Background: an optimization exercise with open tools, aiming at small area. Do not read the settings as production practice. Only simulation tests tie the RTL to the original design; equivalence was not proved. No activity file was given, so power comes from the tool's default toggle rates.

File: flow/config.mk
export PLATFORM = sky130hd
export DESIGN_NAME = axi_cfg_register
export DESIGN_NICKNAME = axi_cfg_register
export VERILOG_FILES = /design/flow/design.v
export SDC_FILE = /design/flow/constraint.sdc
export NUM_CORES = 4
export LEC_CHECK = 0
export CAP_MARGIN = 20
export CORE_AREA = 97 97 333 333
export DIE_AREA = 0 0 430 430
export PLACE_DENSITY = 0.8
export SLEW_MARGIN = 20
export SYNTH_HIERARCHICAL = 1
export SYNTH_MINIMUM_KEEP_SIZE = 0
File: flow/constraint.sdc
create_clock -name core_clock -period 8.0 [get_ports {aclk}]
set_input_delay 1.6000 -clock core_clock [delete_from_list [all_inputs] [get_ports {aclk}]]
set_output_delay 1.6000 -clock core_clock [all_outputs]
set_load 0.01 [all_outputs]
File: flow/design.v
`timescale 1 ns / 1 ps
module FDRE #
(
  parameter [0:0] INIT = 1'b0
)
(
  output reg Q,
  input  wire C,
  input  wire CE,
  input  wire R,
  input  wire D
);
  always @(posedge C)
  begin
    if(R)
      Q <= 1'b0;
    else if(CE)
      Q <= D;
  end
endmodule
`timescale 1 ns / 1 ps
module axi_cfg_register #
(
  parameter integer CFG_DATA_WIDTH = 1024,
  parameter integer AXI_DATA_WIDTH = 32,
  parameter integer AXI_ADDR_WIDTH = 32,
  parameter [CFG_DATA_WIDTH/AXI_DATA_WIDTH-1:0] NON_REG_MASK = 'h0
)
(
  input  wire                        aclk,
  input  wire                        aresetn,
  output wire [CFG_DATA_WIDTH-1:0]   cfg_data,
  input  wire [AXI_ADDR_WIDTH-1:0]   s_axi_awaddr,   
  input  wire                        s_axi_awvalid,  
  output wire                        s_axi_awready,  
  input  wire [AXI_DATA_WIDTH-1:0]   s_axi_wdata,    
  input  wire [AXI_DATA_WIDTH/8-1:0] s_axi_wstrb,    
  input  wire                        s_axi_wvalid,   
  output wire                        s_axi_wready,   
  output wire [1:0]                  s_axi_bresp,    
  output wire                        s_axi_bvalid,   
  input  wire                        s_axi_bready,   
  input  wire [AXI_ADDR_WIDTH-1:0]   s_axi_araddr,   
  input  wire                        s_axi_arvalid,  
  output wire                        s_axi_arready,  
  output wire [AXI_DATA_WIDTH-1:0]   s_axi_rdata,    
  output wire [1:0]                  s_axi_rresp,    
  output wire                        s_axi_rvalid,   
  input  wire                        s_axi_rready    
);
  localparam integer NW = CFG_DATA_WIDTH/AXI_DATA_WIDTH;
  wire       wvalid = s_axi_awvalid & s_axi_wvalid;
  wire [4:0] widx   = s_axi_awaddr[6:2];
  wire [4:0] ridx   = s_axi_araddr[6:2];
  reg  [CFG_DATA_WIDTH-1:0] cfg_reg;
  wire [CFG_DATA_WIDTH-1:0] cfg_next;
  wire [NW*4-1:0]           ld, hd;
  reg                       bvalid_reg, rvalid_reg;
  reg  [AXI_DATA_WIDTH-1:0] rdata_reg;
  wire [AXI_DATA_WIDTH-1:0] rdata_next;
  wire [NW:0]               rsel_lo, rsel_hi;
  wire [(NW+1)*AXI_DATA_WIDTH-1:0] rsrc;
  wire [11*AXI_DATA_WIDTH-1:0]     rterm;
  integer j;
  genvar g, k;
  wire       rst = ~aresetn;
  reg  [NW-1:0] nws;
  reg  [7:0]    nra;
  reg  [3:0]    nrl;
  wire [3:0]    nstb = ~s_axi_wstrb;
  always @*
  begin
    for(j = 0; j < NW; j = j + 1)
      nws[j] = ~(aresetn & wvalid & (widx == j));
    for(j = 0; j < 8; j = j + 1)
      nra[j] = ~(aresetn & s_axi_arvalid & (ridx[4:2] == j));
    for(j = 0; j < 4; j = j + 1)
      nrl[j] = ~(ridx[1:0] == j);
  end
  generate
    for(g = 0; g < NW*4; g = g + 1)
    begin : BYTES
      dec_nor2 u_ld (.a(nws[g/4]), .b(nstb[g%4]), .y(ld[g]));
      dec_nor2 u_hd (.a(rst), .b(ld[g]), .y(hd[g]));
    end
    for(g = 0; g < NW; g = g + 1)
    begin : RSEL
      dec_nor2 u_lo (.a(nra[g/4]), .b(nrl[g%4]), .y(rsel_lo[g]));
      dec_nor2 u_hi (.a(nra[g/4]), .b(nrl[g%4]), .y(rsel_hi[g]));
    end
  endgenerate
  dec_nor2 u_hold_lo (.a(rst), .b(s_axi_arvalid), .y(rsel_lo[NW]));
  dec_nor2 u_hold_hi (.a(rst), .b(s_axi_arvalid), .y(rsel_hi[NW]));
  generate
    for(g = 0; g < CFG_DATA_WIDTH; g = g + 1)
    begin : BITS
      cfg_bit_mux u_mux (
        .ld(ld[g/8]), .hd(hd[g/8]), .w(s_axi_wdata[g%32]), .q(cfg_reg[g]), .d(cfg_next[g])
      );
    end
    assign rsrc = {rdata_reg, cfg_reg};
    for(k = 0; k < AXI_DATA_WIDTH; k = k + 1)
    begin : RBITS
      for(g = 0; g < 11; g = g + 1)
      begin : TERMS
        rd_aoi3 u_aoi (
          .s0(k < 16 ? rsel_lo[3*g]   : rsel_hi[3*g]),   .d0(rsrc[(3*g)*32+k]),
          .s1(k < 16 ? rsel_lo[3*g+1] : rsel_hi[3*g+1]), .d1(rsrc[(3*g+1)*32+k]),
          .s2(k < 16 ? rsel_lo[3*g+2] : rsel_hi[3*g+2]), .d2(rsrc[(3*g+2)*32+k]),
          .y(rterm[k*11+g])
        );
      end
      rd_or11 u_or (.n(rterm[k*11+10:k*11]), .y(rdata_next[k]));
    end
  endgenerate
  always @(posedge aclk)
  begin
    cfg_reg   <= cfg_next;
    rdata_reg <= rdata_next;
    bvalid_reg <= aresetn & ~(s_axi_bready & bvalid_reg) & (wvalid | bvalid_reg);
    rvalid_reg <= aresetn & ~(s_axi_rready & rvalid_reg) & (s_axi_arvalid | rvalid_reg);
  end
  assign cfg_data = cfg_reg;
  assign s_axi_bresp = 2'd0;
  assign s_axi_rresp = 2'd0;
  assign s_axi_awready = wvalid;
  assign s_axi_wready = wvalid;
  assign s_axi_bvalid = bvalid_reg;
  assign s_axi_arready = 1'b1;
  assign s_axi_rdata = rdata_reg;
  assign s_axi_rvalid = rvalid_reg;
endmodule
module dec_nor3 (
  input  wire a, b, c,
  output wire y
);
  assign y = ~(a | b | c);
endmodule
module dec_nor2 (
  input  wire a, b,
  output wire y
);
  assign y = ~(a | b);
endmodule
module cfg_bit_mux (
  input  wire ld,
  input  wire hd,
  input  wire w,
  input  wire q,
  output wire d
);
  assign d = (ld & w) | (hd & q);
endmodule
module rd_or11 (
  input  wire [10:0] n,
  output wire        y
);
  wire a, b, c;
  rd_nand4 u_a (.i(n[3:0]), .y(a));
  rd_nand4 u_b (.i(n[7:4]), .y(b));
  rd_nand3 u_c (.i(n[10:8]), .y(c));
  rd_or3   u_y (.i({a, b, c}), .y(y));
endmodule
module rd_nand3 (
  input  wire [2:0] i,
  output wire       y
);
  assign y = ~&i;
endmodule
module rd_or3 (
  input  wire [2:0] i,
  output wire       y
);
  assign y = |i;
endmodule
module rd_nand4 (
  input  wire [3:0] i,
  output wire       y
);
  assign y = ~&i;
endmodule
module rd_aoi3 (
  input  wire s0, d0,
  input  wire s1, d1,
  input  wire s2, d2,
  output wire y
);
  assign y = ~((s0 & d0) | (s1 & d1) | (s2 & d2));
endmodule
File: flow/flow/run.sh
#!/bin/bash
# The standard layout (standard.sh: unchanged synthesis, floorplan, power grid and
# tap cells), with two changes:
# - the buffers that global placement puts on every input and output port are
#   the smallest plain buffer, buf_1, rather than the cell OpenROAD picks;
# - clock tree synthesis uses set leaf clusters (size and diameter below) and
#   inserts no dummy loads.
set -euo pipefail
export BUFFER_PORTS_ARGS="-buffer_cell sky130_fd_sc_hd__buf_1"
export CTS_ARGS="-sink_clustering_enable -repair_clock_nets -dont_use_dummy_load -buf_list {sky130_fd_sc_hd__clkbuf_8} -sink_clustering_size 16 -sink_clustering_max_diameter 50"
bash standard.sh > standard.log 2>&1
File: flow/standard.sh
#!/bin/bash
# synth_recipe.tcl (not shown) runs the flow's synth.tcl, then flattens the netlist and writes it again
# the make line also repeats each setting of config.mk as NAME=value (left out here)
make -C /OpenROAD-flow-scripts/flow DESIGN_CONFIG=/design/flow/config.mk WORK_HOME=/design/flow/orfs CLKGATE_MAP_FILE= SYNTH_SCRIPT=/design/flow/synth_recipe.tcl "${@:-finish}"
==> out/qor.txt, run 1 <==
Layout Nets = 4301
clock latency at the later pin of the worst-skew pair = 0.75 ns
total CTS buffers = 83
fin crit share = 51.9%
slew margin rel. = 15.5%
reg2reg setup slack = 5.93 ns
outcome = complete, no violations
finished layout cell area = 42700 um2
Req. time, crit path = 6.40 ns
Mapped Area = 36100 um2
Filler Cell Count = 3810
layout cells sized above 1 = 4.27%
CP max stage cell = buf_1
Clock Root Buffer = clkbuf_8
crit path DAT = 2.55 ns
cts hold-fix bufs = 0
Worst-path clk slew = 0.07 ns
sequential share of the synthesized area = 58.6%
Buffers on Ports = 1112
DR pass1 iterations = 14
CP Max Fanout = 10
predominant post-synthesis flop cell = dfxtp_1
Die Wd = 430 um
die area = 185000 um2
Worst Slack Setup Final = 3.85 ns
residual DRC count = 0
total global-route track usage = 29.1%
Pins Over Slew Limit = 0
area grow syn2layout = 18.3%
Synth top cells by count = dfxtp_1 (1058), a22o_1 (1024), a222oi_1 (352)
crit end category = output port
post-synth top area share = 58.6%
drt total wl = 322000 um
Clock Skew = 0.0536 ns
number of flops mapped to enable cells by yosys = 0
Routed Antenna Nets = 0
most frequent CP cell = buf_1
worst slack, placed = 3.34 ns
gpl congestion = 1.09
Pwr Total = 8.31 mW
Avg Synthesized Cell Area = 12.2 um2
Post-CTS Setup Repair Bufs = 0
wire per inst = 65.0 um
vias in the first global route = 34700
Critical Path Max Stage Delay = 0.41 ns
CTS tree = done
die span in y = 430 um
PD cells = 195 nW/um2
Final TNS setup = 0 ns
Setup Viol. Count Final = 0
Rows = 86
Starting Density = 65.6%
clk sinks = 1058
worst path cell trace = buf_1, and2_1, buf_1
initial antenna violation count = 49
main area contributors after synthesis = dfxtp_1 (59%), a22o_1 (25%), a222oi_1 (9.8%)
Hold Violations, Final = 0
vias per cell = 8.01
largest net degree at the start of global routing = 62
critical path start-end classification = in -> out
GRT overflow = 0
Via Count = 39600
Cells after Synth = 2969
I/O pin cnt = 1172
first-pass GRT wire length = 398000 um
P_leak = 15.8 nW
Peak VDD IR = 0.163 mV
Synth Register Bits = 1058
Resize count post-CTS = 0
Async S/R FF share, synth = 0%
post-synth top area cell = dfxtp_1
Hold Crit Class = reg -> reg
most common cell in the synthesized netlist = dfxtp_1
initial drt markers = 9798
core area = 55100 um2
YS warnings = 7
RSZ-0062 raised after global routing = false
maxcap violations = 0
distinct cell type count after synthesis = 25
clk buf depth = 3
Slew @ Worst Pin = 1.26 ns
Placed Area = 41500 um2
CTS H-tree lvls = 3
post-detail-place hpwl = 273000 um
max reg flops = 1024
CP startpoint kind = primary input
clock period minus worst slack = 4.15 ns
Max Fclk = 241 MHz
[per-stage QoR]
stage	utilization (%)	hold slack [ns]	std cells
2_1_floorplan	-	0.496	2972
3_3_place_gp	75.2	0.467	4854
3_5_place_dp	75.3	0.479	4856
4_1_cts	77.3	0.496	4939
5_1_grt	77.5	0.510	4943
6_report	77.6	0.501	4948
[final timing paths]
check / from / end / cells after the start
worst max register to register: cfg_reg[29] / rdata_reg[29] / 3
worst min-delay path: cfg_reg[820] / cfg_reg[820] / 1
worst max-delay path: s_axi_awvalid / s_axi_awready / 3
worst min register to register: cfg_reg[820] / cfg_reg[820] / 1
[modules after synthesis (local to each module, per instance), excerpt]
module,copies in the design,flip-flops and latches,cells
rd_nand3,32,0,1
cfg_bit_mux,1024,0,1
dec_nor2,322,0,1
rd_or3,32,0,1
rd_aoi3,352,0,1
axi_cfg_register,1,1058,1143
rd_nand4,64,0,1
[placed cells by master, fill, tap and decap left out, drive strengths merged]
cell | Yosys | layout
buf | 10 | 1128
dfxtp | 1058 | 1058
a22o | 1024 | 1024
a222oi | 352 | 352
nor2 | 323 | 323
clkbuf | 0 | 102
nand4 | 64 | 64
nand2 | 39 | 39
nand3 | 34 | 34
or3 | 32 | 32
diode | 0 | 8
and4b | 5 | 5
conb | 2 | 5
inv | 5 | 5
nand2b | 5 | 5
and4bb | 4 | 4
a21oi | 2 | 2
and4 | 2 | 2
nor2b | 2 | 2
or2 | 1 | 1
nand3b | 1 | 1
and2 | 1 | 1
nor4b | 1 | 1
and3b | 1 | 1
and3 | 1 | 1
[metal layers]
metal | part of all wire (%) | vias to the layer above | global-route usage (%)
li1 | - | 15200 | -
met1 | 24 | 18500 | 22.9
met2 | 44 | 4703 | 45.5
met3 | 20 | 1117 | 23.2
met4 | 11 | 76 | 25.3
met5 | 0.26 | - | 1.38
[final cells by class]
| class | instances | area [um2] | area share [%] |
|---|---|---|---|
| repair buffers | 1147 | 4460 | 10.4 |
| clock buffers | 83 | 1140 | 2.67 |
| multi-input cells | 1899 | 15000 | 35.0 |
| diodes | 8 | 20.0 | 0.0469 |
| flip-flops and latches | 1058 | 21200 | 49.6 |
| inverters | 5 | 21.3 | 0.0498 |
| well taps | 748 | 936 | 2.19 |
[report_power, final]
part	switching, mW	leakage, nW	internal, mW
combinational	0.325	6.65	0.0458
clock	1.72	0.597	0.930
sequential	0.0124	8.52	5.27
total	2.06	15.8	6.25
[critical path: cells and delay by family]
family,cells,cell delay [ns]
buffers and inverters,2,0.70
AND/OR/NAND/NOR,1,0.25
[kinds of logic after synthesis]
kind of cell | Yosys count | share of synthesized area, %
buf+inv | 15 | 0.232
other cells | 2 | 0.0208
flops | 1058 | 58.6
simple gates | 516 | 6.50
compound gates | 1378 | 34.6
==> run 2, diff against run 1 <==
--- a/flow/config.mk
+++ b/flow/config.mk
@@ -6,9 +6,9 @@
 export NUM_CORES = 4
 export LEC_CHECK = 0
 export CAP_MARGIN = 20
-export CORE_AREA = 97 97 333 333
+export CORE_AREA = 102.5 102.5 327.5 327.5
 export DIE_AREA = 0 0 430 430
-export PLACE_DENSITY = 0.8
+export PLACE_DENSITY = 0.85
 export SLEW_MARGIN = 20
 export SYNTH_HIERARCHICAL = 1
 export SYNTH_MINIMUM_KEEP_SIZE = 0
==> run 2 against run 1 <==
  * Clock-buffer cell count is 2 lower
  * Power down 0.35%
  * Global-route usage rose by 0.26 points
  * Largest cell class unchanged
  * Highest routed layer unchanged
==> out/qor.txt, run 2 <==
die span in y = 430 um (unchanged)
predominant post-synthesis flop cell = dfxtp_1
most common cell after layout, fill and taps aside = buf_1
post-synth top area share = 58.6% (unchanged)
Slew @ Worst Pin = 1.30 ns (+0.0371 ns)
main area contributors after synthesis = dfxtp_1 (59%), a22o_1 (25%), a222oi_1 (9.8%)
clk buf depth = 3 (unchanged)
Via Count = 40700 (+2.8%)
crit end category = register
Hold Violations, Final = 0 (unchanged)
most common cell in the synthesized netlist = dfxtp_1
Buffers on Ports = 1112 (unchanged)
CP Max Fanout = 16 (+6)
I/O pin cnt = 1172 (unchanged)
Pint = 6.23 mW (-0.33%)
P_leak = 15.8 nW (about the same)
core area = 50100 um2 (-9.1%)
clock latency at the later pin of the worst-skew pair = 0.77 ns (+0.02 ns)
Clock Root Buffer = clkbuf_8
initial antenna violation count = 53 (+8.2%)
Worst Min Path Start = cfg_reg[244]
die area = 185000 um2 (unchanged)
Clock Skew = 0.0476 ns (-0.00597 ns)
CTS H-tree lvls = 3 (unchanged)
cts hold-fix bufs = 0 (unchanged)
Starting Density = 72.1% (+6.6 points)
clock period minus worst slack = 4.14 ns (-0.0154 ns)
outcome = complete, no violations
Hold Crit Class = reg -> reg
Synth top cells by count = dfxtp_1 (1058), a22o_1 (1024), a222oi_1 (352)
Worst-path clk slew = 0.09 ns (+0.02 ns)
Req. time, crit path = 8.63 ns (+2.23 ns)
Critical Path Max Stage Delay = 0.68 ns (+0.27 ns)
P_sw = 2.05 mW (-0.41%)
wire per inst = 67.3 um (+3.5%)
DR pass1 iterations = 15 (+1)
clk sinks = 1058 (unchanged)
Mapped Area = 36100 um2 (unchanged)
FF-to-FF Start = cfg_reg[87]
Final TNS setup = 0 ns (unchanged)
layout cells sized above 1 = 4.30% (+0.027 points)
vias per cell = 8.35 (+4.3%)
Final Core Density = 85.1% (+7.6 points)
distinct cell type count after synthesis = 25 (unchanged)
Pins Over Slew Limit = 0 (unchanged)
Routed Antenna Nets = 0 (unchanged)
GRT overflow = 0 (unchanged)
sequential share of the synthesized area = 58.6% (unchanged)
CTS tree = done
Avg Synthesized Cell Area = 12.2 um2 (unchanged)
sequential share of power = 63.8% (+0.2 points)
Rows = 82 (-4.7%)
critical path start-end classification = in -> reg
vias in the first global route = 35000 (+0.74%)
fin crit share = 51.7% (-0.19 points)
Peak VDD IR = 0.174 mV (+7.1%)
post-detail-place hpwl = 275000 um (+0.84%)
most frequent cells in the layout = buf_1 (1090), dfxtp_1 (1058), a22o_1 (1024), a222oi_1 (352), nor2_1 (286)
Switching Fraction = 24.8% (about the same)
clock network power share = 31.6% (-0.3 points)
Post-CTS Setup Repair Bufs = 0 (unchanged)
worst path cell trace = buf_1, and3b_1, nand2_1, nor2_1, a222oi_1, nand4_1, or3_1
total global-route track usage = 29.4% (+0.26 points)
Resize count post-CTS = 0 (unchanged)
max reg flops = 1024 (unchanged)
total CTS buffers = 81 (-2.4%)
Async S/R FF share, synth = 0% (unchanged)
Cells after Synth = 2969 (unchanged)
area grow syn2layout = 18.0%
RSZ-0062 raised after global routing = false
Layout Nets = 4298 (-0.070%)
YS warnings = 7 (unchanged)
largest net degree at the start of global routing = 69 (+11%)
residual DRC count = 0 (unchanged)
crit path DAT = 4.77 ns (+2.22 ns)
CP max stage cell = a222oi_1
drt total wl = 328000 um (+2.0%)
Synth Register Bits = 1058 (unchanged)
number of flops mapped to enable cells by yosys = 0 (unchanged)
gpl congestion = 1.11 (+1.8%)
maxcap violations = 0 (unchanged)
PD cells = 194 nW/um2 (-0.13%)
slew margin rel. = 13.3% (-2.3 points)
first-pass GRT wire length = 405000 um (+1.7%)
post-synth top area cell = dfxtp_1
initial drt markers = 11600 (+18%)
Comb power frac = 4.6% (about the same)
Setup Viol. Count Final = 0 (unchanged)
Max Fclk = 242 MHz (+0.37%)
CP Launch Point = s_axi_arvalid
Die Wd = 430 um (unchanged)
CP startpoint kind = primary input
==> run 2: cells by family after synthesis <==
logic type             count (synthesis)  share of synthesized area, %
DFF                                 1058                          58.6
and+or+nand+nor                      516                          6.50
buffers and inverters                 15                         0.232
AOI/OAI and AO/OA                   1378                          34.6
other                                  2                        0.0208
==> run 2: per-layer routing <==
metal | track usage [%] | up-vias | part of all wire, %
met1 | 21.9 | 18700 | 22
li1 | - | 15200 | -
met5 | 2.30 | - | 0.27
met3 | 26.4 | 1513 | 22
met2 | 45.4 | 5260 | 43
met4 | 25.4 | 78 | 12
==> run 2: final timing paths <==
check             endpoint  slack, ns  cells after the start
max           rdata_reg[3]       3.86                      7
min reg2reg   cfg_reg[244]       0.50                      1
max reg2reg  rdata_reg[23]       5.92                      3
min           cfg_reg[244]       0.50                      1
==> run 2: cell type report <==
class | instances | area, um2
antenna | 16 | 40.0
clock buffer | 81 | 1110
fill | 2866 | 7440
inverter | 5 | 23.8
multi-input combinational | 1899 | 15000
sequential | 1058 | 21200
tap | 672 | 841
timing repair buffer | 1146 | 4460
==> run 2: power by group through the flow <==
stage | Sequential (mW) | Combinational, mW | Clock (mW)
5_1_grt | 5.29 | 0.372 | 2.69
3_5_place_dp | 5.41 | 0.342 | 0
4_1_cts | 5.29 | 0.343 | 2.49
3_3_place_gp | 5.41 | 0.332 | 0
6_report | 5.29 | 0.378 | 2.62
2_1_floorplan | 5.41 | 0.116 | 0
==> run 2: critical path, delay by kind of cell <==
kind,cells,cell delay (ns)
compound gates,1,0.68
simple gates,5,2.20
buf+inv,1,0.25
==> run 2: stage by stage <==
step | total power [mW] | worst slack, ns | instances | area, um2 | hold slack (ns)
floorplan | 5.53 | 2.83 | 2972 | 36100 | 0.496
global placement | 5.74 | 3.28 | 4777 | 41300 | 0.463
detailed placement | 5.75 | 3.19 | 4780 | 41400 | 0.478
CTS | 8.12 | 3.91 | 4861 | 42500 | 0.500
global route | 8.36 | 3.84 | 4867 | 42600 | 0.514
finish | 8.28 | 3.86 | 4877 | 42600 | 0.503
==> run 2: modules after synthesis, one instance, submodules excluded, a selection <==
module            cell area (um2)  flops+latches  copies in the design
axi_cfg_register            21700           1058                     1
rd_aoi3                      10.0              0                   352
cfg_bit_mux                  8.76              0                  1024
rd_nand4                     6.26              0                    64
rd_or3                       6.26              0                    32
rd_nand3                     5.00              0                    32
dec_nor2                     3.75              0                   322
==> run 3, diff against run 2 <==
--- a/flow/config.mk
+++ b/flow/config.mk
@@ -6,9 +6,9 @@
 export NUM_CORES = 4
 export LEC_CHECK = 0
 export CAP_MARGIN = 20
-export CORE_AREA = 102.5 102.5 327.5 327.5
-export DIE_AREA = 0 0 430 430
-export PLACE_DENSITY = 0.85
+export CORE_AREA = 77.5 77.5 327.5 327.5
+export DIE_AREA = 0 0 405 405
+export PLACE_DENSITY = 0.75
 export SLEW_MARGIN = 20
 export SYNTH_HIERARCHICAL = 1
 export SYNTH_MINIMUM_KEEP_SIZE = 0
==> run 3 against run 2 <==
  * Critical path depth decreased by 1
  * Synthesized cell count unchanged
  * Sequential cell count unchanged
  * Non-clock buffer count grew 19
  * Combinational power hardly changed
  * Largest power group unchanged
  * Critical endpoint is now rdata_reg[17]
  * Power increased by 2.7%
  * Largest cell class unchanged
  * Global-route usage is 1.4 points higher
==> out/qor.txt, run 3 <==
FF-to-FF Start = cfg_reg[788]
first-pass GRT wire length = 372000 um (-8.1%)
CTS H-tree lvls = 3 (unchanged)
number of flops mapped to enable cells by yosys = 0 (unchanged)
GRT overflow = 0 (unchanged)
CP max stage cell = nand2_1
clock period minus worst slack = 4.13 ns (-0.00964 ns)
Clock Skew = 0.0871 ns (+0.0395 ns)
Layout Nets = 4332 (+0.79%)
worst path cell trace = buf_1, nand2_1, nor2_1, a222oi_1, nand4_1, or3_1
most frequent cells in the layout = buf_1 (1086), dfxtp_1 (1058), a22o_1 (1024), a222oi_1 (352), nor2_1 (295)
sequential share of power = 62.2% (-1.6 points)
Peak VDD IR = 0.169 mV (-3.2%)
I/O pin cnt = 1172 (unchanged)
vias per cell = 7.73 (-7.4%)
Cells after Synth = 2969 (unchanged)
gpl congestion = 1.04 (-6.3%)
Req. time, crit path = 8.62 ns (about the same)
die area = 164000 um2 (-11%)
vias in the first global route = 34100 (-2.4%)
Clock Root Buffer = clkbuf_8
Hold EP = rvalid_reg
Worst R2R End = rdata_reg[20]
critical path start-end classification = in -> reg
Bufs and invs on worst path = 1 (unchanged)
largest net degree at the start of global routing = 71 (+2.9%)
YS warnings = 7 (unchanged)
cts hold-fix bufs = 0 (unchanged)
Switching Fraction = 24.9% (+0.10 points)
drt total wl = 297000 um (-9.6%)
Synth Register Bits = 1058 (unchanged)
Slew @ Worst Pin = 1.26 ns (-0.0443 ns)
DR pass1 iterations = 14 (-1)
core area = 61700 um2 (+23%)
Pins Over Slew Limit = 0 (unchanged)
Hold Violations, Final = 0 (unchanged)
Via Count = 39200 (-3.7%)
clk sinks = 1058 (unchanged)
Max Fclk = 242 MHz (+0.23%)
Avg Synthesized Cell Area = 12.2 um2 (unchanged)
main area contributors after synthesis = dfxtp_1 (59%), a22o_1 (25%), a222oi_1 (9.8%)
Synth top cells by count = dfxtp_1 (1058), a22o_1 (1024), a222oi_1 (352)
Pwr Total = 8.51 mW (+2.7%)
post-synth top area share = 58.6% (unchanged)
residual DRC count = 0 (unchanged)
CTS tree = done
Pint = 6.39 mW (+2.5%)
Async S/R FF share, synth = 0% (unchanged)
sequential share of the synthesized area = 58.6% (unchanged)
Setup Viol. Count Final = 0 (unchanged)
Worst Min Path Start = rvalid_reg
CP startpoint kind = primary input
most common cell after layout, fill and taps aside = buf_1
Critical Path Max Stage Delay = 0.86 ns (+0.18 ns)
outcome = complete, no violations
PD cells = 197 nW/um2 (+1.5%)
predominant post-synthesis flop cell = dfxtp_1
die span in y = 405 um (-5.8%)
post-synth top area cell = dfxtp_1
Buffers on Ports = 1112 (unchanged)
maxcap violations = 0 (unchanged)
P_sw = 2.12 mW (+3.1%)
Final TNS setup = 0 ns (unchanged)
Hold Worst Slack = 0.497 ns (-0.00583 ns)
CP Max Fanout = 16 (unchanged)
layout cells sized above 1 = 4.90% (+0.60 points)
Worst-path clk slew = 0.10 ns (about the same)
Die Wd = 405 um (-5.8%)
Post-CTS Setup Repair Bufs = 0 (unchanged)
Filler Cell Count = 5035 (+76%)
crit end category = register
initial antenna violation count = 22 (-58%)
Placed Area = 41700 um2 (+0.82%)
Hold Crit Class = reg -> reg
Comb power frac = 4.4% (-0.2 points)
area grow syn2layout = 19.4%
delay-heaviest family, CP = simple AND/OR/NAND/NOR gates
wire per inst = 58.5 um (-13%)
total CTS buffers = 96 (+19%)
multi-input logic area = 14900 um2 (-0.18%)
most common cell in the synthesized netlist = dfxtp_1
total global-route track usage = 30.8% (+1.4 points)
post-detail-place hpwl = 247000 um (-10%)
Rows = 91 (+11%)
fin crit share = 51.6% (-0.12 points)
Mapped Area = 36100 um2 (unchanged)
clock latency at the later pin of the worst-skew pair = 0.75 ns (-0.02 ns)
clock network power share = 33.4% (+1.8 points)
max reg flops = 1024 (unchanged)
reg2reg setup slack = 5.89 ns (-0.03 ns)
initial drt markers = 9793 (-16%)
cell count of the worst reg-to-reg path = 3 (unchanged)
slew margin rel. = 16.2% (+3.0 points)
finished layout cell area = 43100 um2 (+1.2%)
Resize count post-CTS = 0 (unchanged)
P_leak = 16.0 nW (+1.4%)
RSZ-0062 raised after global routing = false
distinct cell type count after synthesis = 25 (unchanged)
crit path DAT = 4.75 ns (-0.02 ns)
Register Area = 21200 um2 (unchanged)
hold path depth = 2 (+1)
Starting Density = 58.5% (-14 points)
clk buf depth = 3 (unchanged)
Routed Antenna Nets = 0 (unchanged)
run 3: cell counts after synthesis:
No cell type changed its count.
run 3: stage by stage:
step                worst slack (ns)  utilization, %  instances
finish                          3.87            69.9       5072
global route                    3.81            69.9       5069
CTS                             3.84            69.8       5058
detailed placement              3.44            67.6       4962
global placement                3.48            67.6       4959
floorplan                       2.83               -       2972
run 3: final cells by class:
cell class / count / area share (%)
clock buffer: 96 / 3.06
inverter: 5 / 0.0493
sequential: 1058 / 49.1
multi-input combinational: 1899 / 34.6
timing repair buffer: 1165 / 10.7
tap: 837 / 2.43
antenna: 12 / 0.0696
run 3: worst max-delay path by stage:
stage | start | slack (ns) | depth (start not counted) | to
2_1_floorplan | aresetn | 2.83 | 5 | rdata_reg[0]
3_3_place_gp | s_axi_araddr[2] | 3.48 | 8 | rdata_reg[16]
3_5_place_dp | s_axi_araddr[2] | 3.44 | 8 | rdata_reg[23]
4_1_cts | s_axi_awvalid | 3.84 | 3 | s_axi_wready
5_1_grt | s_axi_awvalid | 3.81 | 3 | s_axi_wready
6_report | s_axi_araddr[3] | 3.87 | 6 | rdata_reg[17]
run 3: routing by layer:
| layer | wire length [um] | track usage [%] | part of all wire (%) | vias up |
|---|---|---|---|---|
| li1 | - | - | - | 15300 |
| met1 | 75000 | 26.2 | 25 | 18800 |
| met2 | 132000 | 48.0 | 45 | 4211 |
| met3 | 60400 | 23.1 | 20 | 944 |
| met4 | 29000 | 24.0 | 9.8 | 12 |
| met5 | 191 | 0.523 | 0.064 | - |
run 3: per-module statistics from Yosys (local to each module, per instance), excerpt:
module | area (um2) | cells inside | times used | flops+latches
rd_or3 | 6.26 | 1 | 32 | 0
axi_cfg_register | 21700 | 1143 | 1 | 1058
rd_aoi3 | 10.0 | 1 | 352 | 0
cfg_bit_mux | 8.76 | 1 | 1024 | 0
rd_nand4 | 6.26 | 1 | 64 | 0
dec_nor2 | 3.75 | 1 | 322 | 0
rd_nand3 | 5.00 | 1 | 32 | 0
run 3: cells by family (layout without fill, tap and decap cells):
family                 after synthesis  after routing  synth area share, %
AND/OR/NAND/NOR                    516            516                 6.50
buffers and inverters               15           1266                0.232
other                                2             17               0.0208
flip-flops                        1058           1058                 58.6
AO/OA/AOI/OAI                     1378           1378                 34.6
run 3: power groups by stage:
stage	logic [mW]	registers [mW]	clock network [mW]
after floorplan	0.116	5.41	0
after global placement	0.345	5.41	0
after detailed placement	0.349	5.41	0
after CTS	0.350	5.29	2.77
after global routing	0.374	5.29	2.97
final	0.375	5.29	2.84
run 3: tightest hold or removal path, cell delays in order (launching register included):
cell      delay, ns
dfxtp_1        0.34
nand2b_1       0.07
a21oi_1        0.05
==> run 4, diff against run 3 <==
--- a/flow/design.v
+++ b/flow/design.v
@@ -130,12 +130,6 @@
   assign s_axi_rdata = rdata_reg;
   assign s_axi_rvalid = rvalid_reg;
 endmodule
-module dec_nor3 (
-  input  wire a, b, c,
-  output wire y
-);
-  assign y = ~(a | b | c);
-endmodule
 module dec_nor2 (
   input  wire a, b,
   output wire y
@@ -155,23 +149,11 @@
   input  wire [10:0] n,
   output wire        y
 );
-  wire a, b, c;
+  wire a, b, e;
   rd_nand4 u_a (.i(n[3:0]), .y(a));
   rd_nand4 u_b (.i(n[7:4]), .y(b));
-  rd_nand3 u_c (.i(n[10:8]), .y(c));
-  rd_or3   u_y (.i({a, b, c}), .y(y));
-endmodule
-module rd_nand3 (
-  input  wire [2:0] i,
-  output wire       y
-);
-  assign y = ~&i;
-endmodule
-module rd_or3 (
-  input  wire [2:0] i,
-  output wire       y
-);
-  assign y = |i;
+  dec_nor2 u_e (.a(a), .b(b), .y(e));
+  rd_nand4 u_y (.i({e, n[10:8]}), .y(y));
 endmodule
 module rd_nand4 (
   input  wire [3:0] i,
--- a/flow/config.mk
+++ b/flow/config.mk
@@ -6,8 +6,8 @@
 export NUM_CORES = 4
 export LEC_CHECK = 0
 export CAP_MARGIN = 20
-export CORE_AREA = 77.5 77.5 327.5 327.5
-export DIE_AREA = 0 0 405 405
+export CORE_AREA = 90 90 340 340
+export DIE_AREA = 0 0 430 430
 export PLACE_DENSITY = 0.75
 export SLEW_MARGIN = 20
 export SYNTH_HIERARCHICAL = 1
==> run 4 against run 3 <==
  * Still clean on timing, DRC and antenna
  * Clock power is essentially flat
  * Highest routed layer unchanged
  * Largest power group unchanged
  * Clock-buffer cell count is the same
  * Non-clock buffer count shrank 17
==> out/qor.txt, run 4 <==
outcome = complete, no violations
CP startpoint kind = primary input
Req. time, crit path = 6.40 ns (-2.22 ns)
Die Wd = 430 um (+6.2%)
largest net degree at the start of global routing = 83 (+17%)
metal2 WL = 142000 um (+7.1%)
Synth top cells by count = dfxtp_1 (1058), a22o_1 (1024), nor2_1 (355)
Switching Fraction = 25.0% (+0.098 points)
WL met3 = 58200 um (-3.6%)
max reg flops = 1024 (unchanged)
vias per cell = 7.70 (-0.39%)
gpl congestion = 1.08 (+3.5%)
vias in the first global route = 33900 (-0.66%)
Hold Crit Class = reg -> reg
first-pass GRT wire length = 388000 um (+4.5%)
Pint = 6.39 mW (about the same)
clock network power share = 33.5% (about the same)
YS warnings = 7 (unchanged)
clk buf depth = 3 (unchanged)
Peak VDD IR = 0.149 mV (-12%)
RSZ-0062 raised after global routing = false
crit path DAT = 2.75 ns (-2.00 ns)
Via Count = 38900 (-0.74%)
post-synth top area cell = dfxtp_1
most common cell after layout, fill and taps aside = buf_1
main area contributors after synthesis = dfxtp_1 (59%), a22o_1 (25%), a222oi_1 (9.8%)
Slew @ Worst Pin = 1.27 ns (+0.0157 ns)
Synth Register Bits = 1058 (unchanged)
Mapped Area = 36100 um2 (-0.11%)
clock period minus worst slack = 4.35 ns (+0.221 ns)
M1 WL = 79600 um (+6.1%)
GRT overflow = 0 (unchanged)
Clock Skew = 0.0832 ns (-0.00392 ns)
most common cell in the synthesized netlist = dfxtp_1
Comb power frac = 4.4% (about the same)
residual DRC count = 0 (unchanged)
delay-heaviest family, CP = buffers and inverters
PD cells = 198 nW/um2 (+0.51%)
post-synth top area share = 58.7% (+0.065 points)
initial antenna violation count = 29 (+32%)
Post-CTS Setup Repair Bufs = 0 (unchanged)
CP Launch Point = s_axi_awvalid
fin cells = 5054 (-0.35%)
CP max stage cell = buf_1
Pwr Total = 8.51 mW (+0.11%)
crit end category = output port
reg2reg setup slack = 5.71 ns (-0.18 ns)
Starting Density = 58.4% (-0.17 points)
Top Metal Used = met5
maxcap violations = 0 (unchanged)
fin crit share = 54.4% (+2.8 points)
Max Fclk = 230 MHz (-5.1%)
Pins Over Slew Limit = 0 (unchanged)
Buffers on Ports = 1112 (unchanged)
core area = 61800 um2 (+0.18%)
CP Max Fanout = 10 (-6)
wire per inst = 62.1 um (+6.2%)
worst slack, placed = 3.43 ns (-0.00781 ns)
cts hold-fix bufs = 0 (unchanged)
number of flops mapped to enable cells by yosys = 0 (unchanged)
Critical Path Max Stage Delay = 0.48 ns (-0.38 ns)
initial drt markers = 8963 (-8.5%)
clk sinks = 1058 (unchanged)
Bufs and invs on worst path = 2 (+1)
clock latency at the later pin of the worst-skew pair = 0.80 ns (+0.05 ns)
die span in y = 430 um (+6.2%)
sequential share of power = 62.1% (about the same)
Placed Area = 41500 um2 (-0.49%)
area grow syn2layout = 19.1%
sequential share of the synthesized area = 58.7% (+0.065 points)
Rows = 91 (unchanged)
CP Depth = 3 (-3)
most frequent cells in the layout = buf_1 (1080), dfxtp_1 (1058), a22o_1 (1024), a222oi_1 (352), nor2_1 (331)
Resize count post-CTS = 0 (unchanged)
Worst-path clk slew = 0.10 ns (about the same)
die area = 185000 um2 (+13%)
Avg Synthesized Cell Area = 12.2 um2 (-0.11%)
Worst Slack Setup Final = 3.65 ns (-0.221 ns)
total CTS buffers = 96 (unchanged)
Placed Cells = 4942 (-0.40%)
finished layout cell area = 43000 um2 (-0.40%)
Clock Root Buffer = clkbuf_8
P_sw = 2.13 mW (+0.50%)
P_leak = 15.7 nW (-1.7%)
most frequent CP cell = buf_1
worst path cell trace = buf_1, and2_1, buf_1
I/O pin cnt = 1172 (unchanged)
post-detail-place hpwl = 261000 um (+5.7%)
Cells after Synth = 2969 (unchanged)
DR pass1 iterations = 17 (+3)
Async S/R FF share, synth = 0% (unchanged)
Setup Viol. Count Final = 0 (unchanged)
total global-route track usage = 28.5% (-2.3 points)
Final TNS setup = 0 ns (unchanged)
slew margin rel. = 15.2% (-1.0 points)
Setup crit end = s_axi_wready
CTS tree = done
drt total wl = 314000 um (+5.8%)
FF-to-FF Start = cfg_reg[681]
Hold Violations, Final = 0 (unchanged)
distinct cell type count after synthesis = 24 (-4.0%)
layout cells sized above 1 = 4.56% (-0.34 points)
CTS H-tree lvls = 3 (unchanged)
cell count of the worst reg-to-reg path = 4 (+1)
Routed Antenna Nets = 0 (unchanged)
critical path start-end classification = in -> out
predominant post-synthesis flop cell = dfxtp_1
Layout Nets = 4315 (-0.39%)
Worst R2R End = rdata_reg[9]
run 4: worst reg2reg max path, cell delays in order, from the launching register on:
cell and delay [ns]:
dfxtp_1 0.34, a222oi_1 0.59, nand4_1 0.65, nor2_1 0.42
nand4_1 0.13
run 4: layout make-up:
class / instances / area (um2)
Multi-Input combinational cell: 1899 / 14900
Clock buffer: 96 / 1320
Timing Repair Buffer: 1148 / 4480
Inverter: 5 / 23.8
Fill cell: 5038 / 18900
Antenna cell: 11 / 27.5
Tap cell: 837 / 1050
Sequential cell: 1058 / 21200
run 4: through the flow:
stage | util, % | hold slack (ns)
detailed placement | 67.2 | 0.472
global placement | 67.2 | 0.467
finish | 69.5 | 0.489
floorplan | - | 0.496
CTS | 69.3 | 0.486
global route | 69.5 | 0.508
run 4: worst min-delay path by stage:
stage / start / endpoint / slack [ns] / cells after the start
after detailed placement: bvalid_reg / bvalid_reg / 0.47 / 2
after global routing: bvalid_reg / bvalid_reg / 0.51 / 2
after global placement: bvalid_reg / bvalid_reg / 0.47 / 2
after floorplan: bvalid_reg / bvalid_reg / 0.50 / 2
final: rvalid_reg / rvalid_reg / 0.49 / 2
after CTS: bvalid_reg / bvalid_reg / 0.49 / 2
run 4: kinds of logic after synthesis:
family	count (synthesis)	synth area share (%)
compound gates	1378	34.6
buf+inv	15	0.232
flops	1058	58.7
other cells	2	0.0208
simple gates	516	6.40
run 4: layer usage:
metal / GRT usage [%] / vias up
met1: 23.3 / 18700
met3: 20.4 / 931
li1: - / 15200
met2: 45.5 / 4005
met4: 23.6 / 32
met5: 0.129 / -
run 4: power by group through the flow:
stage	registers [mW]	logic, mW	clock network, mW
after floorplan	5.41	0.116	0
after global placement	5.41	0.347	0
after detailed placement	5.41	0.350	0
after CTS	5.29	0.351	2.75
after global routing	5.29	0.373	2.97
final	5.29	0.376	2.85
run 4: per-module statistics from Yosys, one instance, submodules excluded, a selection:
module / copies in the design / cell area, um2 / cells / flip-flops and latches
rd_aoi3: 352 / 10.0 / 1 / 0
dec_nor2: 354 / 3.75 / 1 / 0
axi_cfg_register: 1 / 21700 / 1143 / 1058
rd_nand4: 96 / 6.26 / 1 / 0
cfg_bit_mux: 1024 / 8.76 / 1 / 0
==> run 5, diff against run 4 <==
--- a/flow/config.mk
+++ b/flow/config.mk
@@ -8,6 +8,7 @@
 export CAP_MARGIN = 20
 export CORE_AREA = 90 90 340 340
 export DIE_AREA = 0 0 430 430
+export GPL_TIMING_DRIVEN = 0
 export PLACE_DENSITY = 0.75
 export SLEW_MARGIN = 20
 export SYNTH_HIERARCHICAL = 1
==> run 5 against run 4 <==
  * Fmax fell by 3.8%
  * Register-to-register slack got worse by 0.10 ns
  * Sequential share of layout area fell by 0.76 points
  * Non-clock buffer count rose by 8
  * Synthesized cell count did not move
  * Worst setup slack got worse by 0.17 ns
  * Clock-buffer cell count did not move
  * Global-route usage rose by 0.23 points
  * Clock power barely moved
  * First-iteration DRC count fell by 1.8%
  * Largest cell class unchanged
  * Largest power group unchanged
==> out/qor.txt, run 5 <==
outcome = complete, no violations
Hold Violations, Final = 0 (unchanged)
Clock Root Buffer = clkbuf_8
Mapped Area = 36100 um2 (unchanged)
first-pass GRT wire length = 392000 um (+0.98%)
vias in the first global route = 34200 (+0.87%)
Peak VDD IR = 0.168 mV (+12%)
Post-CTS Setup Repair Bufs = 0 (unchanged)
Worst-path clk slew = 0.09 ns (about the same)
Req. time, crit path = 8.63 ns (+2.23 ns)
total global-route track usage = 28.7% (+0.23 points)
fin cells = 5065 (+0.22%)
Rows = 91 (unchanged)
multi-input logic area = 15000 um2 (+0.54%)
Register Area = 21200 um2 (unchanged)
post-synth top area share = 58.7% (unchanged)
CP startpoint kind = primary input
max reg flops = 1024 (unchanged)
post-synth top area cell = dfxtp_1
number of flops mapped to enable cells by yosys = 0 (unchanged)
DR pass1 iterations = 13 (-4)
most frequent cells in the layout = buf_1 (1080), dfxtp_1 (1058), a22o_1 (1024), a222oi_1 (352), nor2_1 (302)
predominant post-synthesis flop cell = dfxtp_1
Final Core Density = 70.6% (+1.1 points)
initial drt markers = 8798 (-1.8%)
I/O pin cnt = 1172 (unchanged)
crit path DAT = 5.15 ns (+2.40 ns)
Slew @ Worst Pin = 1.21 ns (-0.0630 ns)
cts hold-fix bufs = 0 (unchanged)
CP Max Fanout = 16 (+6)
Via Count = 39100 (+0.46%)
Starting Density = 58.4% (unchanged)
most common cell after layout, fill and taps aside = buf_1
Synth top cells by count = dfxtp_1 (1058), a22o_1 (1024), nor2_1 (355)
Cells after Synth = 2969 (unchanged)
CTS H-tree lvls = 3 (unchanged)
Async S/R FF share, synth = 0% (unchanged)
CTS tree = done
core area = 61800 um2 (unchanged)
maxcap violations = 0 (unchanged)
clk buf depth = 3 (unchanged)
Setup Viol. Count Final = 0 (unchanged)
residual DRC count = 0 (unchanged)
YS warnings = 7 (unchanged)
slew margin rel. = 19.1% (+3.9 points)
initial antenna violation count = 44 (+52%)
main area contributors after synthesis = dfxtp_1 (59%), a22o_1 (25%), a222oi_1 (9.8%)
Hold Crit Class = reg -> reg
sequential share of the synthesized area = 58.7% (unchanged)
total CTS buffers = 96 (unchanged)
gpl congestion = 1.07 (-0.63%)
largest net degree at the start of global routing = 69 (-17%)
post-detail-place hpwl = 266000 um (+1.8%)
Filler Cell Count = 4945 (-1.8%)
drt total wl = 316000 um (+0.52%)
Max Fclk = 221 MHz (-3.8%)
reg2reg setup slack = 5.61 ns (-0.10 ns)
Placed Cells = 4954 (+0.24%)
Avg Synthesized Cell Area = 12.2 um2 (unchanged)
critical path start-end classification = in -> reg
Die Wd = 430 um (unchanged)
Final TNS setup = 0 ns (unchanged)
PD cells = 196 nW/um2 (-0.90%)
Synth Register Bits = 1058 (unchanged)
clock period minus worst slack = 4.52 ns (+0.173 ns)
RSZ-0062 raised after global routing = false
die span in y = 430 um (unchanged)
Resize count post-CTS = 0 (unchanged)
clk sinks = 1058 (unchanged)
Routed Antenna Nets = 0 (unchanged)
distinct cell type count after synthesis = 24 (unchanged)
Pins Over Slew Limit = 0 (unchanged)
GRT overflow = 0 (unchanged)
Layout Nets = 4323 (+0.19%)
crit end category = register
die area = 185000 um2 (unchanged)
Buffers on Ports = 1112 (unchanged)
P_leak = 15.9 nW (+1.4%)
vias per cell = 7.72 (+0.24%)
layout cells sized above 1 = 5.60% (+1.0 points)
fin crit share = 56.5% (+2.2 points)
area grow syn2layout = 21.0%
most common cell in the synthesized netlist = dfxtp_1
wire per inst = 62.3 um (+0.30%)
Clock Skew = 0.103 ns (+0.0200 ns)
clock latency at the later pin of the worst-skew pair = 0.78 ns (-0.02 ns)
## run 5: cell counts after synthesis
Identical to the previous run, type by type.
## run 5: cell families (layout without fill, tap and decap cells)
kind of cell           Yosys count  count (layout)  synth area share, %
flip-flops                    1058            1058                 58.7
AO/OA/AOI/OAI                 1378            1378                 34.6
AND/OR/NAND/NOR                516             516                 6.40
other                            2              19               0.0208
buffers and inverters           15            1257                0.232
## run 5: worst paths after layout
check	from	to	cells past startpoint
max	s_axi_arvalid	rdata_reg[9]	8
min	bvalid_reg	bvalid_reg	2
max reg2reg	cfg_reg[681]	rdata_reg[9]	4
min reg2reg	bvalid_reg	bvalid_reg	2
## run 5: per-layer routing
| layer | track usage, % | part of all wire (%) | up-vias |
|---|---|---|---|
| li1 | - | - | 15200 |
| met1 | 23.2 | 25 | 18700 |
| met2 | 45.3 | 44 | 4074 |
| met3 | 21.1 | 19 | 1030 |
| met4 | 25.1 | 11 | 36 |
| met5 | 0.388 | 0.11 | - |
## run 5: worst max-delay path: stages
cell and delay, ns:
buf_1 0.27, and3_1 0.32, nand2_1 0.58, nor2_2 0.33, a222oi_1 0.65, nand4_1 0.72, nor2_1 0.53, nand4_1 0.13
## run 5: power by group
group / internal (mW) / switching (mW)
logic: 0.0805 / 0.348
registers: 5.28 / 0.0123
clock network: 1.07 / 1.79
## run 5: stage by stage
step / hold WS, ns / setup slack [ns] / area, um2 / power, mW
finish: 0.490 / 3.48 / 43600 / 8.57
global route: 0.510 / 3.51 / 43600 / 8.69
CTS: 0.486 / 3.55 / 43500 / 8.44
detailed placement: 0.471 / 3.17 / 42200 / 5.81
global placement: 0.467 / -0.821 / 41300 / 5.76
floorplan: 0.496 / 3.14 / 36100 / 5.53
## run 5: modules after synthesis (local to each module, per instance), a selection
module	flops+latches	cells
rd_aoi3	0	1
rd_nand4	0	1
cfg_bit_mux	0	1
dec_nor2	0	1
axi_cfg_register	1058	1143
## run 5: layout make-up
class	count	share of cell area, %
antenna	14	0.0803
buffer	10	0.149
clock buffer	96	3.03
inverter	5	0.0602
multi-input combinational	1899	34.3
sequential	1058	48.5
tap	837	2.40
timing repair buffer	1146	11.5
==> run 6, diff against run 5 <==
--- a/flow/config.mk
+++ b/flow/config.mk
@@ -6,10 +6,9 @@
 export NUM_CORES = 4
 export LEC_CHECK = 0
 export CAP_MARGIN = 20
-export CORE_AREA = 90 90 340 340
+export CORE_AREA = 97 97 333 333
 export DIE_AREA = 0 0 430 430
-export GPL_TIMING_DRIVEN = 0
-export PLACE_DENSITY = 0.75
+export PLACE_DENSITY = 0.8
 export SLEW_MARGIN = 20
 export SYNTH_HIERARCHICAL = 1
 export SYNTH_MINIMUM_KEEP_SIZE = 0
==> run 6 against run 5 <==
  * Die area unchanged
  * Power fell by 1.6%
  * Sequential share of layout area increased by 0.98 points
  * First-iteration DRC count rose by 12%
  * Non-clock buffer count shrank 9
  * Clock power down 3%
  * Critical path depth shrank 5
  * Cell count shrank 2.1%
  * Area after synthesis stayed put
  * Sequential cell count did not move
  * Sequential power is essentially flat
  * Clock-buffer cell count decreased by 7
  * Largest power group unchanged
  * Highest routed layer unchanged
==> out/qor.txt, run 6 <==
Synth top cells by count = dfxtp_1 (1058), a22o_1 (1024), nor2_1 (355)
GRT overflow = 0 (unchanged)
reg2reg setup slack = 5.80 ns (+0.19 ns)
Peak VDD IR = 0.162 mV (-3.4%)
Clock Skew = 0.0553 ns (-0.0478 ns)
Hold Violations, Final = 0 (unchanged)
Pwr Total = 8.43 mW (-1.6%)
cell count of the worst reg-to-reg path = 4 (unchanged)
CTS tree = done
post-detail-place hpwl = 271000 um (+1.7%)
gpl congestion = 1.11 (+3.1%)
Post-CTS Setup Repair Bufs = 0 (unchanged)
crit path DAT = 2.94 ns (-2.21 ns)
largest net degree at the start of global routing = 78 (+13%)
area grow syn2layout = 18.6%
predominant post-synthesis flop cell = dfxtp_1
Routed Antenna Nets = 0 (unchanged)
distinct cell type count after synthesis = 24 (unchanged)
vias per cell = 8.11 (+5.0%)
Buffers on Ports = 1112 (unchanged)
critical path start-end classification = in -> out
Critical Path Max Stage Delay = 0.55 ns (-0.17 ns)
clock period minus worst slack = 4.54 ns (+0.0197 ns)
core area = 55100 um2 (-11%)
max reg flops = 1024 (unchanged)
residual DRC count = 0 (unchanged)
Setup Viol. Count Final = 0 (unchanged)
Die Wd = 430 um (unchanged)
post-synth top area cell = dfxtp_1
PD cells = 197 nW/um2 (+0.40%)
initial antenna violation count = 37 (-16%)
CP startpoint kind = primary input
Clock Root Buffer = clkbuf_8
vias in the first global route = 34900 (+2.0%)
number of flops mapped to enable cells by yosys = 0 (unchanged)
CP Max Fanout = 10 (-6)
I/O pin cnt = 1172 (unchanged)
first-pass GRT wire length = 403000 um (+2.7%)
Filler Cell Count = 3769 (-24%)
post-synth top area share = 58.7% (unchanged)
outcome = complete, no violations
Hold Crit Class = reg -> reg
FF-to-FF Start = cfg_reg[674]
Bufs and invs on worst path = 2 (+1)
YS warnings = 7 (unchanged)
fin crit share = 56.8% (+0.25 points)
main area contributors after synthesis = dfxtp_1 (59%), a22o_1 (25%), a222oi_1 (9.8%)
RSZ-0062 raised after global routing = false
P_leak = 15.7 nW (-1.7%)
Slew @ Worst Pin = 1.30 ns (+0.0870 ns)
clk buf depth = 3 (unchanged)
crit end category = output port
die area = 185000 um2 (unchanged)
Via Count = 40200 (+2.7%)
cts hold-fix bufs = 0 (unchanged)
clk sinks = 1058 (unchanged)
sequential share of the synthesized area = 58.7% (unchanged)
total CTS buffers = 89 (-7.3%)
Cells after Synth = 2969 (unchanged)
Resize count post-CTS = 0 (unchanged)
delay-heaviest family, CP = buffers and inverters
maxcap violations = 0 (unchanged)
die span in y = 430 um (unchanged)
most frequent CP cell = buf_1
initial drt markers = 9878 (+12%)
layout cells sized above 1 = 4.38% (-1.2 points)
Worst Min Path Start = rvalid_reg
CP max stage cell = buf_1
Final TNS setup = 0 ns (unchanged)
Hold EP = rvalid_reg
drt total wl = 326000 um (+3.3%)
most common cell after layout, fill and taps aside = buf_1
Pins Over Slew Limit = 0 (unchanged)
Rows = 86 (-5.5%)
CTS H-tree lvls = 3 (unchanged)
Starting Density = 65.5% (+7.1 points)
total global-route track usage = 29.5% (+0.81 points)
Layout Nets = 4307 (-0.37%)
Req. time, crit path = 6.40 ns (-2.23 ns)
DR pass1 iterations = 14 (+1)
Worst R2R End = rdata_reg[2]
Max Fclk = 220 MHz (-0.43%)
wire per inst = 65.8 um (+5.5%)
Async S/R FF share, synth = 0% (unchanged)
Synth Register Bits = 1058 (unchanged)
most common cell in the synthesized netlist = dfxtp_1
Avg Synthesized Cell Area = 12.2 um2 (unchanged)
clock latency at the later pin of the worst-skew pair = 0.76 ns (-0.02 ns)
most frequent cells in the layout = buf_1 (1080), dfxtp_1 (1058), a22o_1 (1024), a222oi_1 (352), nor2_1 (331)
slew margin rel. = 13.6% (-5.5 points)
worst path cell trace = buf_1, and2_1, buf_1
Mapped Area = 36100 um2 (unchanged)
hold path depth = 2 (unchanged)
Worst-path clk slew = 0.09 ns (about the same)
==> run 6: cell counts after synthesis <==
Identical to the previous run, type by type.
==> run 6: final cells by class <==
| class | instances | area, um2 | area share (%) |
|---|---|---|---|
| sequential | 1058 | 21200 | 49.5 |
| timing repair buffer | 1147 | 4500 | 10.5 |
| multi-input combinational | 1899 | 14900 | 34.8 |
| inverter | 5 | 23.8 | 0.0556 |
| tap | 748 | 936 | 2.19 |
| clock buffer | 89 | 1220 | 2.86 |
| antenna | 11 | 27.5 | 0.0643 |
==> run 6: stage by stage <==
stage / area [um2] / std cells / worst slack [ns] / util (%) / hold slack, ns
finish: 42800 / 4957 / 3.46 / 77.7 / 0.490
global route: 42800 / 4953 / 3.40 / 77.6 / 0.510
CTS: 42600 / 4942 / 3.51 / 77.4 / 0.485
detailed placement: 41400 / 4853 / 3.37 / 75.2 / 0.471
global placement: 41400 / 4852 / 3.40 / 75.2 / 0.470
floorplan: 36100 / 2972 / 3.14 / - / 0.496
==> run 6: cells by family (layout without fill, tap and decap cells) <==
logic type      Yosys count  in the layout  synth area share, %
flops                  1058           1058                 58.7
buf+inv                  15           1241                0.232
simple gates            516            516                 6.40
compound gates         1378           1378                 34.6
other cells               2             16               0.0208
==> run 6: worst register-to-register path, cell delays in order (launching register included) <==
cell and delay, ns:
dfxtp_1 0.36, a222oi_1 0.61, nand4_1 0.55, nor2_1 0.39, nand4_1 0.13
==> run 6: modules after synthesis, one instance, submodules excluded, a selection <==
module,cells,flip-flops and latches
cfg_bit_mux,1,0
dec_nor2,1,0
rd_aoi3,1,0
rd_nand4,1,0
axi_cfg_register,1143,1058
==> run 6: how the worst max path moves through the flow <==
stage,startpoint,end,slack [ns],cells after the start
floorplan,aresetn,rdata_reg[0],3.14,4
finish,s_axi_awvalid,s_axi_awready,3.46,3
global placement,s_axi_araddr[3],rdata_reg[30],3.40,7
CTS,s_axi_awvalid,s_axi_awready,3.51,3
detailed placement,s_axi_araddr[3],rdata_reg[30],3.37,7
global route,s_axi_awvalid,s_axi_awready,3.40,3
==> run 6: where the power goes <==
part / total (mW) / internal [mW] / switching (mW)
Combinational: 0.384 / 0.0439 / 0.340
Clock: 2.76 / 0.994 / 1.77
Sequential: 5.29 / 5.28 / 0.0126
Total: 8.43 / 6.31 / 2.12
==> run 6: per-layer routing <==
layer  share of wire [%]  up-vias  GRT usage, %
li1                    -    15200             -
met1                  24    18800          23.5
met2                  43     4807          45.7
met3                  20     1294          22.5
met4                  12       54          27.1
met5                0.15        -          1.38
==> run 7, diff against run 6 <==
--- a/flow/design.v
+++ b/flow/design.v
@@ -58,7 +58,7 @@
   reg                       bvalid_reg, rvalid_reg;
   reg  [AXI_DATA_WIDTH-1:0] rdata_reg;
   wire [AXI_DATA_WIDTH-1:0] rdata_next;
-  wire [NW:0]               rsel_lo, rsel_hi;
+  wire [NW:0]               rsel_q [0:3];
   wire [(NW+1)*AXI_DATA_WIDTH-1:0] rsrc;
   wire [11*AXI_DATA_WIDTH-1:0]     rterm;
   integer j;
@@ -85,12 +85,16 @@
     end
     for(g = 0; g < NW; g = g + 1)
     begin : RSEL
-      dec_nor2 u_lo (.a(nra[g/4]), .b(nrl[g%4]), .y(rsel_lo[g]));
-      dec_nor2 u_hi (.a(nra[g/4]), .b(nrl[g%4]), .y(rsel_hi[g]));
+      dec_nor2 u_q0 (.a(nra[g/4]), .b(nrl[g%4]), .y(rsel_q[0][g]));
+      dec_nor2 u_q1 (.a(nra[g/4]), .b(nrl[g%4]), .y(rsel_q[1][g]));
+      dec_nor2 u_q2 (.a(nra[g/4]), .b(nrl[g%4]), .y(rsel_q[2][g]));
+      dec_nor2 u_q3 (.a(nra[g/4]), .b(nrl[g%4]), .y(rsel_q[3][g]));
     end
   endgenerate
-  dec_nor2 u_hold_lo (.a(rst), .b(s_axi_arvalid), .y(rsel_lo[NW]));
-  dec_nor2 u_hold_hi (.a(rst), .b(s_axi_arvalid), .y(rsel_hi[NW]));
+  dec_nor2 u_hold_q0 (.a(rst), .b(s_axi_arvalid), .y(rsel_q[0][NW]));
+  dec_nor2 u_hold_q1 (.a(rst), .b(s_axi_arvalid), .y(rsel_q[1][NW]));
+  dec_nor2 u_hold_q2 (.a(rst), .b(s_axi_arvalid), .y(rsel_q[2][NW]));
+  dec_nor2 u_hold_q3 (.a(rst), .b(s_axi_arvalid), .y(rsel_q[3][NW]));
   generate
     for(g = 0; g < CFG_DATA_WIDTH; g = g + 1)
     begin : BITS
@@ -104,9 +108,9 @@
       for(g = 0; g < 11; g = g + 1)
       begin : TERMS
         rd_aoi3 u_aoi (
-          .s0(k < 16 ? rsel_lo[3*g]   : rsel_hi[3*g]),   .d0(rsrc[(3*g)*32+k]),
-          .s1(k < 16 ? rsel_lo[3*g+1] : rsel_hi[3*g+1]), .d1(rsrc[(3*g+1)*32+k]),
-          .s2(k < 16 ? rsel_lo[3*g+2] : rsel_hi[3*g+2]), .d2(rsrc[(3*g+2)*32+k]),
+          .s0(rsel_q[k/8][3*g]),   .d0(rsrc[(3*g)*32+k]),
+          .s1(rsel_q[k/8][3*g+1]), .d1(rsrc[(3*g+1)*32+k]),
+          .s2(rsel_q[k/8][3*g+2]), .d2(rsrc[(3*g+2)*32+k]),
           .y(rterm[k*11+g])
         );
       end
@@ -130,6 +134,12 @@
   assign s_axi_rdata = rdata_reg;
   assign s_axi_rvalid = rvalid_reg;
 endmodule
+module dec_nor3 (
+  input  wire a, b, c,
+  output wire y
+);
+  assign y = ~(a | b | c);
+endmodule
 module dec_nor2 (
   input  wire a, b,
   output wire y
@@ -149,11 +159,23 @@
   input  wire [10:0] n,
   output wire        y
 );
-  wire a, b, e;
+  wire a, b, c;
   rd_nand4 u_a (.i(n[3:0]), .y(a));
   rd_nand4 u_b (.i(n[7:4]), .y(b));
-  dec_nor2 u_e (.a(a), .b(b), .y(e));
-  rd_nand4 u_y (.i({e, n[10:8]}), .y(y));
+  rd_nand3 u_c (.i(n[10:8]), .y(c));
+  rd_or3   u_y (.i({a, b, c}), .y(y));
+endmodule
+module rd_nand3 (
+  input  wire [2:0] i,
+  output wire       y
+);
+  assign y = ~&i;
+endmodule
+module rd_or3 (
+  input  wire [2:0] i,
+  output wire       y
+);
+  assign y = |i;
 endmodule
 module rd_nand4 (
   input  wire [3:0] i,
--- a/flow/config.mk
+++ b/flow/config.mk
@@ -6,9 +6,9 @@
 export NUM_CORES = 4
 export LEC_CHECK = 0
 export CAP_MARGIN = 20
-export CORE_AREA = 97 97 333 333
+export CORE_AREA = 90 90 340 340
 export DIE_AREA = 0 0 430 430
-export PLACE_DENSITY = 0.8
+export PLACE_DENSITY = 0.75
 export SLEW_MARGIN = 20
 export SYNTH_HIERARCHICAL = 1
 export SYNTH_MINIMUM_KEEP_SIZE = 0
==> run 7 against run 6 <==
  * Sequential cell count unchanged
  * Worst setup slack worse by 0.026 ns
  * Clock skew up 0.013 ns
  * Area after synthesis up 0.80%
  * First-iteration DRC count down 2.8%
  * Global-route usage down 1.0 points
  * Synthesized cell count up 2.2%
  * Sequential power about the same
  * Worst hold slack better by 0.00061 ns
  * Final area up 0.82%
  * Fmax down 0.57%
  * Largest cell class unchanged
  * Power up 0.92%
==> out/qor.txt, run 7 <==
core area = 61800 um2 (+12%)
Post-CTS Setup Repair Bufs = 0 (unchanged)
Max Fclk = 219 MHz (-0.57%)
die area = 185000 um2 (unchanged)
PD cells = 197 nW/um2 (about the same)
layout cells sized above 1 = 3.52% (-0.87 points)
Synth Register Bits = 1058 (unchanged)
crit end category = output port
Filler Cell Count = 4992 (+32%)
residual DRC count = 0 (unchanged)
reg2reg setup slack = 6.13 ns (+0.33 ns)
most frequent cells in the layout = buf_1 (1095), dfxtp_1 (1058), a22o_1 (1024), nor2_1 (389), a222oi_1 (352)
Hold Worst Slack = 0.491 ns (+0.000614 ns)
clock period minus worst slack = 4.57 ns (+0.0262 ns)
Die Wd = 430 um (unchanged)
Avg Synthesized Cell Area = 12.0 um2 (-1.4%)
Mapped Area = 36400 um2 (+0.80%)
outcome = complete, no violations
P_leak = 15.9 nW (+1.6%)
Simple-Gate Fraction of Synth Area = 7.14% (+0.74 points)
total global-route track usage = 28.5% (-1.0 points)
maxcap violations = 0 (unchanged)
cts hold-fix bufs = 0 (unchanged)
most common cell in the synthesized netlist = dfxtp_1
area grow syn2layout = 18.6% (about the same)
largest net degree at the start of global routing = 56 (-28%)
Clock Root Buffer = clkbuf_8
post-synth top area cell = dfxtp_1
DR pass1 iterations = 15 (+1)
Via Count = 39500 (-1.8%)
Resize count post-CTS = 0 (unchanged)
die span in y = 430 um (unchanged)
Register Area = 21200 um2 (unchanged)
Adder-Cell Fraction of Synth Area = 0% (unchanged)
Bufs and invs on worst path = 2 (unchanged)
Synth top cells by count = dfxtp_1 (1058), a22o_1 (1024), nor2_1 (389)
YS warnings = 7 (unchanged)
post-detail-place hpwl = 259000 um (-4.3%)
Slew @ Worst Pin = 1.26 ns (-0.0356 ns)
Buffers on Ports = 1112 (unchanged)
worst path cell trace = buf_1, and2_1, buf_1
Worst R2R End = rdata_reg[9]
Clock Skew = 0.0680 ns (+0.0127 ns)
post-synth top area share = 58.2% (-0.46 points)
Hold Crit Class = reg -> reg
Rows = 91 (+5.8%)
Cells after Synth = 3035 (+2.2%)
Req. time, crit path = 6.40 ns (about the same)
XOR/XNOR Fraction of Synth Area = 0% (unchanged)
total CTS buffers = 95 (+6.7%)
CP max stage cell = buf_1
Critical Path Max Stage Delay = 0.55 ns (about the same)
CTS H-tree lvls = 3 (unchanged)
predominant post-synthesis flop cell = dfxtp_1
CP Max Fanout = 10 (unchanged)
Peak VDD IR = 0.164 mV (+1.2%)
delay-heaviest family, CP = buffers and inverters
first-pass GRT wire length = 390000 um (-3.3%)
crit path DAT = 2.97 ns (+0.03 ns)
slew margin rel. = 15.7% (+2.2 points)
RSZ-0062 raised after global routing = false
I/O pin cnt = 1172 (unchanged)
most common cell after layout, fill and taps aside = buf_1
gpl congestion = 1.06 (-4.4%)
Starting Density = 58.8% (-6.7 points)
Synth Area in Compound Gates = 34.4% (-0.27 points)
drt total wl = 314000 um (-3.7%)
main area contributors after synthesis = dfxtp_1 (58%), a22o_1 (25%), a222oi_1 (9.7%)
Hold Violations, Final = 0 (unchanged)
CP startpoint kind = primary input
Async S/R FF share, synth = 0% (unchanged)
vias in the first global route = 34400 (-1.4%)
initial antenna violation count = 31 (-16%)
wire per inst = 61.4 um (-6.6%)
sequential share of the synthesized area = 58.2% (-0.46 points)
Routed Antenna Nets = 0 (unchanged)
CTS tree = done
initial drt markers = 9599 (-2.8%)
largest family of logic cells by synthesized area = compound AO/OA/AOI/OAI gates
multi-input logic area = 15100 um2 (+1.6%)
hold path depth = 2 (unchanged)
clk buf depth = 3 (unchanged)
clk sinks = 1058 (unchanged)
number of flops mapped to enable cells by yosys = 0 (unchanged)
Final TNS setup = 0 ns (unchanged)
Worst-path clk slew = 0.10 ns (about the same)
most frequent CP cell = buf_1
cell count of the worst reg-to-reg path = 3 (-1)
GRT overflow = 0 (unchanged)
Setup Viol. Count Final = 0 (unchanged)
critical path start-end classification = in -> out
clock latency at the later pin of the worst-skew pair = 0.76 ns (about the same)
Worst Min Path Start = bvalid_reg
distinct cell type count after synthesis = 25 (+4.2%)
FF-to-FF Start = cfg_reg[297]
max reg flops = 1024 (unchanged)
vias per cell = 7.72 (-4.7%)
Hold EP = bvalid_reg
fin crit share = 57.1% (+0.33 points)
mux contribution to synthesized area = 0% (unchanged)
Pins Over Slew Limit = 0 (unchanged)
Layout Nets = 4374 (+1.6%)
==> run 7: power by group <==
part / leakage, nW / switching [mW] / internal [mW]
combinational: 6.70 / 0.346 / 0.0474
sequential: 8.52 / 0.0132 / 5.28
clock: 0.683 / 1.77 / 1.06
==> run 7: per-layer routing <==
metal | part of all wire [%] | wire (um) | vias to the layer above | global-route usage (%)
li1 | - | - | 15400 | -
met1 | 25 | 79400 | 18700 | 23.6
met2 | 46 | 143000 | 4296 | 46.3
met3 | 19 | 59400 | 1015 | 20.3
met4 | 10 | 31400 | 46 | 21.5
met5 | 0.15 | 482 | - | 0.207
==> run 7: how the worst max path moves through the flow <==
stage | start | end | cells after the start
after floorplan | aresetn | rdata_reg[0] | 5
after global placement | aresetn | rdata_reg[28] | 7
after detailed placement | aresetn | rdata_reg[24] | 7
after CTS | s_axi_awvalid | s_axi_awready | 3
after global routing | s_axi_awvalid | s_axi_awready | 3
final | s_axi_awvalid | s_axi_awready | 3
==> run 7: area by class of cell <==
cell class                      instances  share of cell area (%)
Antenna cell                           10                  0.0580
Tap cell                              837                    2.43
Inverter                                5                  0.0493
Timing Repair Buffer                 1142                    10.2
Sequential cell                      1058                    49.1
Multi-Input combinational cell       1965                    35.1
Clock buffer                           95                    3.03
==> run 7: through the flow <==
stage	worst slack [ns]	power, mW	area (um2)	std cells	utilization, %
6_report	3.43	8.51	43100	5112	69.8
3_5_place_dp	3.33	5.78	41800	5007	67.6
4_1_cts	3.52	8.39	43100	5102	69.7
2_1_floorplan	3.09	5.53	36400	3038	-
5_1_grt	3.40	8.64	43100	5109	69.8
3_3_place_gp	3.36	5.77	41800	5007	67.6
==> run 7: cells by family after synthesis <==
family	Yosys count
AOI/OAI and AO/OA	1378
DFF	1058
and+or+nand+nor	582
buffers and inverters	15
other	2
==> run 7: worst register-to-register path: cells and delay by family, from the launching register on <==
| family | cells | cell delay (ns) |
|---|---|---|
| DFF | 1 | 0.37 |
| and+or+nand+nor | 2 | 0.73 |
| AOI/OAI and AO/OA | 1 | 0.61 |
==> run 7: Yosys stat by module (local to each module, per instance), a selection <==
module,times used,flip-flops and latches,area [um2]
axi_cfg_register,1,1058,21700
rd_aoi3,352,0,10.0
cfg_bit_mux,1024,0,8.76
rd_nand4,64,0,6.26
rd_or3,32,0,6.26
rd_nand3,32,0,5.00
dec_nor2,388,0,3.75

[what the ideal ports hide]
The flow's constraints put no driver on any port. The routed layouts listed below were extracted and timed again, unchanged, in two steps.
Step 1 assumes that a clkbuf_16 drives the clock port and a buf_2 every other input.
Step 2 times the ports against the registers' clock, not the clock port: input delays grow and output delays shrink by t, the midpoint of the rising clock arrivals with the driver on.
a / b / c = no drivers / after step 1 / after step 2; a / b = the first two.
run	shift t [ns]	setup slack, ns
run 1	0.818	3.847 / 3.752 / 3.045
run 2	0.831	3.862 / 3.823 / 3.038
run 3	0.797	3.872 / 3.806 / 3.039
run 4	0.841	3.651 / 3.501 / 2.962
run 5	0.827	3.477 / 3.380 / 2.679
run 6	0.832	3.458 / 3.302 / 2.866
run 7	0.816	3.432 / 3.277 / 2.736
After both steps every run listed still meets setup and hold.
